This design comes from an exercise in tuning for small area on the open sky130 flow, not from production work. Where RTL was checked, it was by simulation tests only, not by an equivalence proof against the original.

==> flow/design.v <==
`timescale 1 ns / 1 ns
module hyper_bus #(
    parameter HBRAM_FRE   = 200_000_000,
    parameter BIT_WIDTH   = 16,
    parameter INIT_NUM    = 256,
    parameter LATENCY     = 7,
    parameter STRENGTH    = "34_ohms",
    parameter BURST_MODE  = "legacy",
    parameter BURST_LEN   = 16,
    parameter REFRESH     = "Full_Array",
    parameter CLOCK_TYPE  = "Single_Ended",
    parameter MASK_WIDTH  = 4
) (
    input                              ram_clock,
    input                              ram_reset,
    input                              ram_en,
    input                              rw_ctrl,
    input      [31:0]                  ram_addr,
    input      [31:0]                  ram_burst_len,
    output                             ram_wr_valid,
    input      [BIT_WIDTH * 2 - 1 : 0] ram_wr_data,
    output reg                         ram_rd_valid,
    output reg [BIT_WIDTH * 2 - 1 : 0] ram_rd_data,
    input      [MASK_WIDTH - 1 : 0]    ram_data_mask,
    output reg                         hbc_cal_pass,
    output reg                         ctrl_idle,
    output                             hbc_ck_p_hi,
    output                             hbc_ck_p_lo,
    output                             hbc_ck_n_hi,
    output                             hbc_ck_n_lo,
    output                             hbc_cs_n,
    output                             hbc_rst_n,
    output     [BIT_WIDTH - 1 : 0]     hbc_dq_en,
    output     [BIT_WIDTH - 1 : 0]     hbc_dq_out_hi,
    output     [BIT_WIDTH - 1 : 0]     hbc_dq_out_lo,
    input      [BIT_WIDTH - 1 : 0]     hbc_dq_in_hi,
    input      [BIT_WIDTH - 1 : 0]     hbc_dq_in_lo,
    output     [BIT_WIDTH/8 - 1 : 0]   hbc_rwds_en,
    output     [BIT_WIDTH/8 - 1 : 0]   hbc_rwds_out_hi,
    output     [BIT_WIDTH/8 - 1 : 0]   hbc_rwds_out_lo,
    input      [BIT_WIDTH/8 - 1 : 0]   hbc_rwds_in_hi,
    input      [BIT_WIDTH/8 - 1 : 0]   hbc_rwds_in_lo
);
localparam IDLE  = 4'd0;
localparam RESET = 4'd1;
localparam RWAIT = 4'd2;
localparam CFG   = 4'd3;
localparam CW    = 4'd4;
localparam WAIT  = 4'd5;
localparam INIT  = 4'd6;
localparam XFER  = 4'd7;
localparam DONE  = 4'd8;
reg  [3:0]  state;
reg  [3:0]  state_next;
reg  [14:0] cnt;             
reg         flag;            
reg         cr_sel;          
reg         r_rw_ctrl;
reg  [3:0]  r_data_mask;
reg         r_rwds_hi0;
reg  [15:0] r_dq_in_hi;
reg  [15:0] ndq_hi;          
reg  [15:0] ndq_lo;          
wire [15:0] dq_hi = ~ndq_hi;
wire [15:0] dq_lo = ~ndq_lo;
reg         fst;             
wire s_idle  = state == IDLE;
wire s_reset = state == RESET;
wire s_rwait = state == RWAIT;
wire s_cfg   = state == CFG;
wire s_cw    = state == CW;
wire s_wait  = state == WAIT;
wire s_init  = state == INIT;
wire s_xfer  = state == XFER;
wire s_done  = state == DONE;
wire strobe = r_rwds_hi0 ^ hbc_rwds_in_lo[0];
wire rw_rd  = r_rw_ctrl & flag;             
wire wr_on  = flag & ~r_rw_ctrl;            
wire        cnt_up  = ~(s_xfer & rw_rd & ~strobe);       
wire [14:0] cnt_inc = cnt + {14'd0, cnt_up};
wire t1024  = cnt[10];                                                   
wire t80    = cnt[6] & cnt[4];                                           
wire t32000 = cnt[14] & cnt[13] & cnt[12] & cnt[11] & cnt[10] & cnt[8];  
wire t400   = cnt[8] & cnt[7] & cnt[4];                                  
wire [10:0] xfer_start = flag ? ~ram_burst_len[11:1] : 11'd1919;
wire tlast  = &cnt[10:1];
wire ge42   = cnt[6] | (cnt[5] & (cnt[4] | cnt[3] & (cnt[2] | cnt[1])));    
wire nz     = |cnt[4:0];                                 
wire le3    = ~(cnt[4] | cnt[3] | cnt[2]);              
wire le4    = le3 | (cnt[2] & ~cnt[1] & ~cnt[0] & ~cnt[4] & ~cnt[3]);
wire ge2     = |cnt[4:1];                                
wire done_f  = (s_cw | s_done) & fst;                    
wire rwds_wr = (s_xfer & ~fst | s_done & fst) & wr_on;   
wire rwds_one = (s_cfg & ~fst) | (s_cw & fst) | (s_init & ~fst & ~(cnt[4] | cnt[3] | (cnt[2] & cnt[1])));
wire init_b   = s_init & ~cnt[4] & ~cnt[3];
wire beat1    = init_b & (cnt[2:0] == 3'd2);
wire beat2    = init_b & (cnt[2:0] == 3'd3);
wire beat3    = init_b & (cnt[2:0] == 3'd4);
wire cfg_on   = (s_cfg & ge2) | (s_cw & fst);
wire dq_on_hi = cfg_on | beat1 | beat2 | rwds_wr;
wire dq_on_lo = dq_on_hi | beat3;
assign hbc_ck_p_hi = ((s_cfg | s_init) & ge2) | s_xfer | done_f;
assign hbc_cs_n    = ~(((s_cfg | s_init) & ~fst) | s_xfer | done_f);
assign hbc_rst_n   = ~(s_reset & ~fst & ~ge42);
wire adv = (s_idle & t1024) | (s_reset & t80) | (s_rwait & t32000) | (s_cfg & cnt[2]) |
           ((s_cw | s_done) & t400) | (s_wait & (~flag | ram_en)) | (s_init & cnt[4]) |
           (s_xfer & tlast);
always @(*) begin
    case (state)
        IDLE:    state_next = RESET;
        RESET:   state_next = RWAIT;
        RWAIT:   state_next = CFG;
        CFG:     state_next = CW;
        CW:      state_next = cr_sel ? CFG : WAIT;
        WAIT:    state_next = INIT;
        INIT:    state_next = XFER;
        XFER:    state_next = DONE;
        DONE:    state_next = WAIT;
        default: state_next = IDLE;
    endcase
end
always @(posedge ram_clock or posedge ram_reset) begin
    if (ram_reset) begin
        state <= IDLE;
        cnt   <= 15'd24;
        fst   <= 1'b1;
    end else begin
        fst <= adv;
        if (adv) begin
            state <= state_next;
            cnt   <= s_init ? {4'd0, xfer_start} : {14'd0, s_idle | s_reset | s_xfer};
        end else begin
            cnt   <= cnt_inc;
        end
    end
end
always @(posedge ram_clock or posedge ram_reset) begin
    if (ram_reset) begin
        flag   <= 1'b0;
        cr_sel <= 1'b0;
    end else begin
        if (s_done)
            flag <= 1'b1;
        if (s_cfg & adv)
            cr_sel <= ~cr_sel;
    end
end
always @(posedge ram_clock) begin
    if (ram_en) begin
        r_rw_ctrl   <= rw_ctrl;
        r_data_mask <= ram_data_mask;
    end
    r_rwds_hi0 <= hbc_rwds_in_hi[0];
    r_dq_in_hi <= hbc_dq_in_hi;
end
always @(posedge ram_clock) begin
    if (s_wait) begin
        ndq_hi <= ~({ram_addr[18:11], ram_addr[2:0], ram_addr[31:27]} & {16{flag}});
        ndq_lo <= ~({ram_addr[10:3], ram_addr[26:19]} & {16{flag}});
    end else if (s_init) begin
        if (cnt[1:0] == 2'd2)
            ndq_lo[7:0] <= ~({5'd0, dq_hi[7:5]});
    end else if (s_cfg) begin
        case (cnt[2:0])
            3'd1: begin ndq_hi[7:0] <= ~(8'h60); ndq_lo[7:0] <= ~(8'h00); end
            3'd2: begin ndq_hi[7:0] <= ~(8'h01); ndq_lo[7:0] <= ~(8'h00); end
            3'd3: begin ndq_hi[7:0] <= ~(8'h00); ndq_lo[7:0] <= ~(cr_sel ? 8'h01 : 8'h00); end
            default: begin
                ndq_hi[7:0] <= ~(cr_sel ? 8'hff : 8'h8f);
                ndq_lo[7:0] <= ~(cr_sel ? 8'hc1 : 8'h2e);
            end
        endcase
    end else begin
        ndq_hi <= ~(ram_wr_data[31:16]);
        ndq_lo <= ~(ram_wr_data[15:0]);
    end
end
wire [7:0] dq_hi_b0 = {beat1 ? rw_rd : dq_hi[7], dq_hi[6] & ~beat1, dq_hi[5] | beat1, dq_hi[4:0]};
assign hbc_dq_out_hi = {(rwds_wr | beat2) ? dq_hi[15:8] : dq_hi_b0, beat2 ? dq_hi[15:8] : dq_hi_b0} & {16{dq_on_hi}};
assign hbc_dq_out_lo = {(rwds_wr | beat2) ? dq_lo[15:8] : dq_lo[7:0], beat2 ? dq_lo[15:8] : dq_lo[7:0]} & {16{dq_on_lo}};
assign hbc_rwds_out_hi = ({2{rwds_wr}} & ~r_data_mask[1:0]) | {2{rwds_one}};
assign hbc_rwds_out_lo = ({2{rwds_wr}} & ~r_data_mask[3:2]) | {2{rwds_one}};
assign hbc_ck_p_lo = 1'b0;
assign hbc_ck_n_lo = 1'b0;
assign hbc_ck_n_hi = 1'b0;
wire dq_en_c   = ~((s_idle & fst) | (s_reset & ~fst & ~ge42) | (s_wait & fst & flag) |
                    (s_init & ~fst & ~le4) | (s_xfer & (fst | rw_rd)) | (s_done & (~fst | rw_rd)));
wire rwds_en_c = (s_cfg & ~fst) | ((s_cw | s_done & ~rw_rd) & fst) | (s_init & ~fst & le4) | (s_xfer & ~rw_rd);
assign hbc_dq_en   = {BIT_WIDTH{dq_en_c}};
assign hbc_rwds_en = {2{rwds_en_c}};
assign ram_wr_valid = s_xfer & wr_on;
always @(posedge ram_clock or posedge ram_reset) begin
    if (ram_reset) begin
        hbc_cal_pass    <= 1'b0;
        ctrl_idle       <= 1'b1;
        ram_rd_valid    <= 1'b0;
        ram_rd_data     <= 32'd0;
    end else begin
        if (s_wait & flag)
            hbc_cal_pass <= 1'b1;
        ctrl_idle    <= ~(flag & ((s_init & nz) | s_xfer | s_done));
        ram_rd_valid <= s_xfer & rw_rd & strobe;
        if (s_xfer & rw_rd & strobe)
            ram_rd_data <= {r_dq_in_hi, hbc_dq_in_lo};
    end
end
endmodule
Settings: LEC_CHECK=0, ABC_AREA=1, CAP_MARGIN=20, CORE_MARGIN=2, CORE_UTILIZATION=40, PLACE_DENSITY=0.6, SLEW_MARGIN=20; clock period 5.0 ns.
standard.sh (not shown) runs the stock make flow with config.mk's settings and CLKGATE_MAP_FILE= SYNTH_SCRIPT=/design/flow/synth_recipe.tcl, a recipe that flattens the netlist after the stock synthesis.
==> flow/flow/run.sh <==
#!/bin/bash
# The standard layout (standard.sh, with synth_recipe.tcl as the synthesis
# script, so the same Yosys passes and registers) with area-related changes:
#  - ABC maps the combinational logic with an area-oriented script
#    (flow/abc_area.script: deepsyn + choice-based area mapping); ORFS reads it
#    from a copy of its scripts folder, otherwise unchanged
#  - port buffers use the smallest buffer cell (every port still gets one)
#  - clock tree synthesis uses no dummy loads
# Each tool's log stays under orfs/logs/; make's own output goes to make_finish.log.
set -uo pipefail
here=$(pwd)
rm -rf "$here/orfs_scripts"
cp -r "$FLOW_HOME/scripts" "$here/orfs_scripts"
cp "$here/flow/abc_area.script" "$here/orfs_scripts/abc_area.script"
export SCRIPTS_DIR="$here/orfs_scripts"
export BUFFER_PORTS_ARGS="-buffer_cell sky130_fd_sc_hd__buf_1"
export CTS_ARGS="-sink_clustering_enable -sink_clustering_size 12 -sink_clustering_max_diameter 60 -repair_clock_nets -dont_use_dummy_load -buf_list {sky130_fd_sc_hd__clkbuf_8} -root_buf sky130_fd_sc_hd__clkbuf_8 -sink_clustering_buffer sky130_fd_sc_hd__clkbuf_8"
bash standard.sh > make_finish.log 2>&1
st=$?
cp -r orfs/logs orfs_logs 2>/dev/null || true
exit $st
==> flow/flow/abc_area.script <==
strash
&get -n
&deepsyn -T 20
&put
dch -f
amap
topo
Then changed:
--- a/flow/design.v
+++ b/flow/design.v
@@ -41,18 +41,18 @@
     input      [BIT_WIDTH/8 - 1 : 0]   hbc_rwds_in_hi,
     input      [BIT_WIDTH/8 - 1 : 0]   hbc_rwds_in_lo
 );
-localparam IDLE  = 4'd0;
+localparam IDLE  = 4'd2;
 localparam RESET = 4'd1;
-localparam RWAIT = 4'd2;
-localparam CFG   = 4'd3;
-localparam CW    = 4'd4;
-localparam WAIT  = 4'd5;
-localparam INIT  = 4'd6;
-localparam XFER  = 4'd7;
+localparam RWAIT = 4'd3;
+localparam CFG   = 4'd9;
+localparam CW    = 4'd10;
+localparam WAIT  = 4'd13;
+localparam INIT  = 4'd0;
+localparam XFER  = 4'd5;
 localparam DONE  = 4'd8;
 reg  [3:0]  state;
 reg  [3:0]  state_next;
-reg  [14:0] cnt;             
+reg  [13:0] cnt;             
 reg         flag;            
 reg         cr_sel;          
 reg         r_rw_ctrl;
@@ -76,11 +76,11 @@
 wire strobe = r_rwds_hi0 ^ hbc_rwds_in_lo[0];
 wire rw_rd  = r_rw_ctrl & flag;             
 wire wr_on  = flag & ~r_rw_ctrl;            
-wire        cnt_up  = ~(s_xfer & rw_rd & ~strobe);       
-wire [14:0] cnt_inc = cnt + {14'd0, cnt_up};
+wire        cnt_up  = ~(s_xfer & rw_rd & ~strobe) & ~(s_rwait & ~cr_sel);
+wire [13:0] cnt_inc = cnt + {13'd0, cnt_up};
 wire t1024  = cnt[10];                                                   
 wire t80    = cnt[6] & cnt[4];                                           
-wire t32000 = cnt[14] & cnt[13] & cnt[12] & cnt[11] & cnt[10] & cnt[8];  
+wire t32000 = cnt[13] & cnt[12] & cnt[11] & cnt[10] & cnt[9] & cnt[7] & cr_sel;  
 wire t400   = cnt[8] & cnt[7] & cnt[4];                                  
 wire [10:0] xfer_start = flag ? ~ram_burst_len[11:1] : 11'd1919;
 wire tlast  = &cnt[10:1];
@@ -122,13 +122,13 @@
 always @(posedge ram_clock or posedge ram_reset) begin
     if (ram_reset) begin
         state <= IDLE;
-        cnt   <= 15'd24;
+        cnt   <= 14'd24;
         fst   <= 1'b1;
     end else begin
         fst <= adv;
         if (adv) begin
             state <= state_next;
-            cnt   <= s_init ? {4'd0, xfer_start} : {14'd0, s_idle | s_reset | s_xfer};
+            cnt   <= s_init ? {3'd0, xfer_start} : {13'd0, s_idle | s_reset | s_xfer};
         end else begin
             cnt   <= cnt_inc;
         end
@@ -141,7 +141,7 @@
     end else begin
         if (s_done)
             flag <= 1'b1;
-        if (s_cfg & adv)
+        if ((s_cfg & adv) | s_rwait)
             cr_sel <= ~cr_sel;
     end
 end
What happened:
- setup slack loses 200 ps
- synthesized area fell slightly
- first-iteration DRC count rose by about a fifth
- cell area fell slightly
- flip-flop and latch count fell by 1
Only the layout flow was run in the second run of this note; the RTL was not checked for function there.


Setup of the previous run:
hyper_bus, a different RTL version from the one above (not shown whole).
Size: ~110 flip-flops, ~240 I/O pins.
clock: 5.0 ns
lec_check: 0
abc_area: 1
cap_margin: 20
core_margin: 2
core_utilization: 40
place_density: 0.6
slew_margin: 20
Scripts as last shown in full above: flow/flow/run.sh, flow/flow/abc_area.script
## Diff of input files: the current run against the previous run
-- flow/design.v --
<<< the previous run, line 103
assign hbc_cs_n    = ~(((s_cfg | s_init) & ~fst) | s_xfer | done_f);
assign hbc_rst_n   = ~(s_reset & ~fst & ~ge42);
wire adv = (s_idle & t1024) | (s_reset & t80) | (s_rwait & t32000) | (s_cfg & cnt[2]) |
           ((s_cw | s_done) & t400) | (s_wait & (~flag | ram_en)) | (s_init & cnt[4]) |
           (s_xfer & tlast);
>>> the current run, line 103
assign hbc_cs_n    = ~(((s_cfg | s_init) & ~fst) | s_xfer | done_f);
assign hbc_rst_n   = ~(s_reset & ~fst & ~ge42);
wire adv = (s_idle & ~fst & t1024) | (s_reset & t80) | (s_rwait & t32000) | (s_cfg & cnt[2]) |
           ((s_cw | s_done) & t400) | (s_wait & (~flag | ram_en)) | (s_init & cnt[4]) |
           (s_xfer & tlast);
<<< the previous run, line 123
    if (ram_reset) begin
        state <= IDLE;
        cnt   <= 15'd24;
        fst   <= 1'b1;
    end else begin
        fst <= adv;
        if (adv) begin
            state <= state_next;
            cnt   <= s_init ? {4'd0, xfer_start} : {14'd0, s_idle | s_reset | s_xfer};
        end else begin
            cnt   <= cnt_inc;
        end
    end
end
always @(posedge ram_clock or posedge ram_reset) begin
    if (ram_reset) begin
        flag   <= 1'b0;
        cr_sel <= 1'b0;
    end else begin
        if (s_done)
            flag <= 1'b1;
        if (s_cfg & adv)
            cr_sel <= ~cr_sel;
    end
end
always @(posedge ram_clock) begin
>>> the current run, line 123
    if (ram_reset) begin
        state <= IDLE;
        fst   <= 1'b1;
    end else begin
        fst <= adv;
        if (adv)
            state <= state_next;
    end
end
always @(posedge ram_clock) begin
    if (s_idle & fst)
        cnt <= 15'd25;
    else if (adv)
        cnt <= s_init ? {4'd0, xfer_start} : {14'd0, s_idle | s_reset | s_xfer};
    else
        cnt <= cnt_inc;
    if (s_idle)
        cr_sel <= 1'b0;
    else if (s_cfg & adv)
        cr_sel <= ~cr_sel;
end
always @(posedge ram_clock or posedge ram_reset) begin
    if (ram_reset)
        flag <= 1'b0;
    else if (s_done)
        flag <= 1'b1;
end
always @(posedge ram_clock) begin
## What came out
The current run vs the previous run — share of the cycle needed by the critical path after routing rose 0.72 points.
Die span in x: the previous run vs the current run — no meaningful difference
Between the current run and the previous run, the final area figures differ only marginally.
Against the previous run, the current run reports a met2 wirelength from detailed routing that is higher.
On tap cell instance count, the previous run and the current run are basically level.
Summary of the current run over the previous run: cell area after placement has remained practically unchanged; fraction of registers with async set or reset after synthesis has decreased.
On the current run: number of vias per cell after detailed routing is about 2.5% lower than what the previous run gave.
Diff the previous run -> the current run | post-synthesis compound-gate area fraction | increase of 0.76 points
Lower total number of nets in the final design among the previous run and the current run: the previous run
Delta (the current run minus the previous run): routed wire length picked up an extra about 1%, synthesized cell count picked up an extra 4.6%, clock transition time at the flip-flop clock pins of the worst setup and hold paths picked up an extra 20 ps.

re-timing with driven ports:
How much do the figures lean on ideal ports? The routed layouts below were timed once more, with nothing changed but the port constraints. Step 1 (the two cells are an assumption about what drives the block):
set clk [get_ports {ram_clock}]
set_driving_cell -lib_cell sky130_fd_sc_hd__clkbuf_16 $clk
set_driving_cell -lib_cell sky130_fd_sc_hd__buf_2 [delete_from_list [all_inputs] $clk]
Step 2 times the ports against the registers' clock, not the clock port: input delays grow and output delays shrink by t, the midpoint of the rising clock arrivals with the driver on. a / b / c = no drivers / after step 1 / after step 2; a / b = the first two.
| run | shift t [ns] | setup WS [ns] | pins driven straight from the clock port |
|---|---|---|---|
| the first run of note 1 | 0.396 | 0.522 / 0.487 / 0.883 | 1 |
| the second run of note 1 | 0.386 | 0.325 / 0.293 / 0.678 | 1 |
| the previous run | 0.397 | 0.324 / 0.291 / 0.689 | 1 |
| the current run | 0.408 | 0.288 / 0.256 / 0.664 | 1 |
After both steps setup and hold are still met in every run listed.
